Source: an optimization exercise on an open RTL-to-GDS flow (aim: small area and few clock cycles). Production flows keep margins and buffers that such runs may drop. Only simulation tests tie the RTL to the original design; equivalence was not proved.

## run a
// QR_Engine
module QR_Engine (
    i_clk,
    i_rst,
    i_trig,
    i_data,
    o_rd_vld,
    o_last_data,
    o_y_hat,
    o_r
);
==> module cordic_pass, before the edit <==
module cordic_pass (
    input              clk,
    input      [11:0]  i_x,
    input      [11:0]  i_y,
    input              i_vec,
    input      [6:0]   i_dir,
    output reg [11:0]  o_x,
    output reg [11:0]  o_y,
    output reg [6:0]   o_dir
);
    wire        c0 = i_vec ? i_x[11] : i_dir[6];
    wire [11:0] x0 = padd(12'd0, i_x ^ {12{c0}}, c0);
    wire [11:0] y0 = padd(12'd0, i_y ^ {12{c0}}, c0);
    wire        d0 = i_vec ? y0[11] : i_dir[0];
    wire [11:0] x1 = padd(x0, y0 ^ {12{d0}}, d0);
    wire [11:0] y1 = padd(y0, x0 ^ {12{~d0}}, ~d0);
    wire        d1 = i_vec ? y1[11] : i_dir[1];
    wire [11:0] y1s = {y1[11], y1[11:1]};
    wire [11:0] x1s = {x1[11], x1[11:1]};
    wire [11:0] x2 = padd(x1, y1s ^ {12{d1}}, d1);
    wire [11:0] y2 = padd(y1, x1s ^ {12{~d1}}, ~d1);
    wire        d2 = i_vec ? y2[11] : i_dir[2];
    wire [11:0] y2s = {{2{y2[11]}}, y2[11:2]};
    wire [11:0] x2s = {{2{x2[11]}}, x2[11:2]};
    wire [11:0] x3 = padd(x2, y2s ^ {12{d2}}, d2);
    wire [11:0] y3 = padd(y2, x2s ^ {12{~d2}}, ~d2);
    reg  [11:0] m_x, m_y;
    reg         m_vec;
    reg  [2:0]  m_rdir;    
    reg  [3:0]  m_dir;     
    always @(posedge clk) begin
        m_x    <= x3;
        m_y    <= y3;
        m_vec  <= i_vec;
        m_rdir <= i_dir[5:3];
        m_dir  <= {c0, d2, d1, d0};
    end
    wire        d3 = m_vec ? m_y[11] : m_rdir[0];
    wire [11:0] y3s = {{3{m_y[11]}}, m_y[11:3]};
    wire [11:0] x3s = {{3{m_x[11]}}, m_x[11:3]};
    wire [11:0] x4 = padd(m_x, y3s ^ {12{d3}}, d3);
    wire [11:0] y4 = padd(m_y, x3s ^ {12{~d3}}, ~d3);
    wire        d4 = m_vec ? y4[11] : m_rdir[1];
    wire [11:0] y4s = {{4{y4[11]}}, y4[11:4]};
    wire [11:0] x4s = {{4{x4[11]}}, x4[11:4]};
    wire [11:0] x5 = padd(x4, y4s ^ {12{d4}}, d4);
    wire [11:0] y5 = padd(y4, x4s ^ {12{~d4}}, ~d4);
    wire        d5 = m_vec ? y5[11] : m_rdir[2];
    wire [11:0] y5s = {{5{y5[11]}}, y5[11:5]};
    wire [11:0] x5s = {{5{x5[11]}}, x5[11:5]};
    wire [11:0] x6 = radd(x5, y5s ^ {12{d5}}, d5);
    wire [11:0] y6 = radd(y5, x5s ^ {12{~d5}}, ~d5);
    wire [11:0] kx = radd({x6[11], x6[11:1]}, {{3{x6[11]}}, x6[11:3]}, 1'b0);
    wire [11:0] ky = radd({y6[11], y6[11:1]}, {{3{y6[11]}}, y6[11:3]}, 1'b0);
    always @(posedge clk) begin
        o_x   <= kx;
        o_y   <= ky;
        o_dir <= {m_dir[3], d5, d4, d3, m_dir[2:0]};
    end
    function [11:0] padd;
        input [11:0] a, b;
        input        c;
        reg [12:0] g, p, g2, p2;
        begin
            g = {a & b, c};
            p = {a ^ b, 1'b0};
            g2 = g; p2 = p;
            g2[1] = g[1] | (p[1] & g[0]); p2[1] = p[1] & p[0];
            g2[3] = g[3] | (p[3] & g[2]); p2[3] = p[3] & p[2];
            g2[5] = g[5] | (p[5] & g[4]); p2[5] = p[5] & p[4];
            g2[7] = g[7] | (p[7] & g[6]); p2[7] = p[7] & p[6];
            g2[9] = g[9] | (p[9] & g[8]); p2[9] = p[9] & p[8];
            g2[11] = g[11] | (p[11] & g[10]); p2[11] = p[11] & p[10];
            g = g2; p = p2;
            g2 = g; p2 = p;
            g2[3] = g[3] | (p[3] & g[1]); p2[3] = p[3] & p[1];
            g2[7] = g[7] | (p[7] & g[5]); p2[7] = p[7] & p[5];
            g2[11] = g[11] | (p[11] & g[9]); p2[11] = p[11] & p[9];
            g = g2; p = p2;
            g2 = g; p2 = p;
            g2[7] = g[7] | (p[7] & g[3]); p2[7] = p[7] & p[3];
            g = g2; p = p2;
            g2 = g; p2 = p;
            g2[11] = g[11] | (p[11] & g[7]); p2[11] = p[11] & p[7];
            g = g2; p = p2;
            g2 = g; p2 = p;
            g2[5] = g[5] | (p[5] & g[3]); p2[5] = p[5] & p[3];
            g2[9] = g[9] | (p[9] & g[7]); p2[9] = p[9] & p[7];
            g = g2; p = p2;
            g2 = g; p2 = p;
            g2[2] = g[2] | (p[2] & g[1]); p2[2] = p[2] & p[1];
            g2[4] = g[4] | (p[4] & g[3]); p2[4] = p[4] & p[3];
            g2[6] = g[6] | (p[6] & g[5]); p2[6] = p[6] & p[5];
            g2[8] = g[8] | (p[8] & g[7]); p2[8] = p[8] & p[7];
            g2[10] = g[10] | (p[10] & g[9]); p2[10] = p[10] & p[9];
            g2[12] = g[12] | (p[12] & g[11]); p2[12] = p[12] & p[11];
            g = g2; p = p2;
            padd = (a ^ b) ^ g[11:0];
        end
    endfunction
    function [11:0] radd;
        input [11:0] a, b;
        input        c;
        integer k;
        reg cc;
        begin
            cc = c;
            for (k = 0; k < 12; k = k + 1) begin
                radd[k] = a[k] ^ b[k] ^ cc;
                cc = (a[k] & b[k]) | (cc & (a[k] ^ b[k]));
            end
        end
    endfunction
endmodule
export LEC_CHECK = 0
export ABC_AREA = 1
export CAP_MARGIN = 20
export CORE_MARGIN = 4
export CORE_UTILIZATION = 50
export CTS_CLUSTER_DIAMETER = 100
export CTS_CLUSTER_SIZE = 22
export PLACE_DENSITY = 0.62
export SLEW_MARGIN = 20
create_clock -name core_clock -period 10.0 [get_ports {i_clk}]
run.sh (not shown) runs the stock make flow with config.mk's settings and CLKGATE_MAP_FILE= SYNTH_SCRIPT=/design/flow/synth_recipe.tcl, a recipe that flattens the netlist after the stock synthesis.
Testbench counts of run a, summed over its fixed seeds: cycles 10,104.
Inputs modified between run a and run b:
--- a/flow/design.v
+++ b/flow/design.v
@@ -49,8 +49,8 @@
     wire [11:0] y5s = {{5{y5[11]}}, y5[11:5]};
     wire [11:0] x5s = {{5{x5[11]}}, x5[11:5]};
-    wire [11:0] x6 = radd(x5, y5s ^ {12{d5}}, d5);
-    wire [11:0] y6 = radd(y5, x5s ^ {12{~d5}}, ~d5);
-    wire [11:0] kx = radd({x6[11], x6[11:1]}, {{3{x6[11]}}, x6[11:3]}, 1'b0);
-    wire [11:0] ky = radd({y6[11], y6[11:1]}, {{3{y6[11]}}, y6[11:3]}, 1'b0);
+    wire [11:0] x6 = padd(x5, y5s ^ {12{d5}}, d5);
+    wire [11:0] y6 = padd(y5, x5s ^ {12{~d5}}, ~d5);
+    wire [11:0] kx = padd({x6[11], x6[11:1]}, {{3{x6[11]}}, x6[11:3]}, 1'b0);
+    wire [11:0] ky = padd({y6[11], y6[11:1]}, {{3{y6[11]}}, y6[11:3]}, 1'b0);
     always @(posedge clk) begin
         o_x   <= kx;
@@ -99,17 +99,4 @@
         end
     endfunction
-    function [11:0] radd;
-        input [11:0] a, b;
-        input        c;
-        integer k;
-        reg cc;
-        begin
-            cc = c;
-            for (k = 0; k < 12; k = k + 1) begin
-                radd[k] = a[k] ^ b[k] ^ cc;
-                cc = (a[k] & b[k]) | (cc & (a[k] ^ b[k]));
-            end
-        end
-    endfunction
 endmodule
 module pe_core #(
Notes after the runs:
Area of combinational cells with multiple inputs: lower on run a. Taking run b over run a, the number of library cell types mapped by synthesis ratio works out to 0.853. Between run a and run b, the flow reports count of non-CTS buffers in the layout decreasing by more than a quarter. Diff run b..run a | setup-violating endpoint count in the final report | unchanged. Looking at standard cell with the maximum stage delay on the critical path, the sky130_fd_sc_hd__fa_2 result is from run a; the sky130_fd_sc_hd__dfrtp_4 one comes from run b. Cmp run b vs run a: sum of buffers and inverters on the critical path lower in run b. Compare run b and run a | number of cells on the critical path lower: run a. Comparing the two runs side by side, run b comes out behind run a on total length of routed wires. Compared to run a, run b has utilization 1.7 points lower. Of run b and run a, the run reporting the lower post-detailed-route via-to-cell ratio was run a.
Testbench counts of run b, summed over its fixed seeds: cycles 10,104.

[afterwards: timing with drivers on the ports]
The flow's constraints put no driver on any port. The routed layouts listed below were extracted and timed again, unchanged, in two steps. Step 1 sets driving cells, clkbuf_16 on the clock port and buf_2 on the other inputs (assumed; they add their load-dependent delay and slew). Step 2 also shifts input and output timing later by t, the mid clock arrival at the registers, as if the neighbouring blocks saw the same clock. a / b / c = ideal ports / drivers / drivers and shift; a / b = the first two.
| run | shift t [ns] | setup slack, ns | worst hold slack (ns) | worst setup path at the end | worst slew at a driven data input, ns |
|---|---|---|---|---|---|
| run a | 0.837 | 0.340 / 0.340 / 0.340 | 0.327 / 0.327 / 0.327 | register to register | 0.15 |
| run b | 0.848 | 0.693 / 0.693 / 0.693 | 0.300 / 0.300 / 0.300 | register to register | 0.13 |
After both steps every run listed still meets setup and hold.
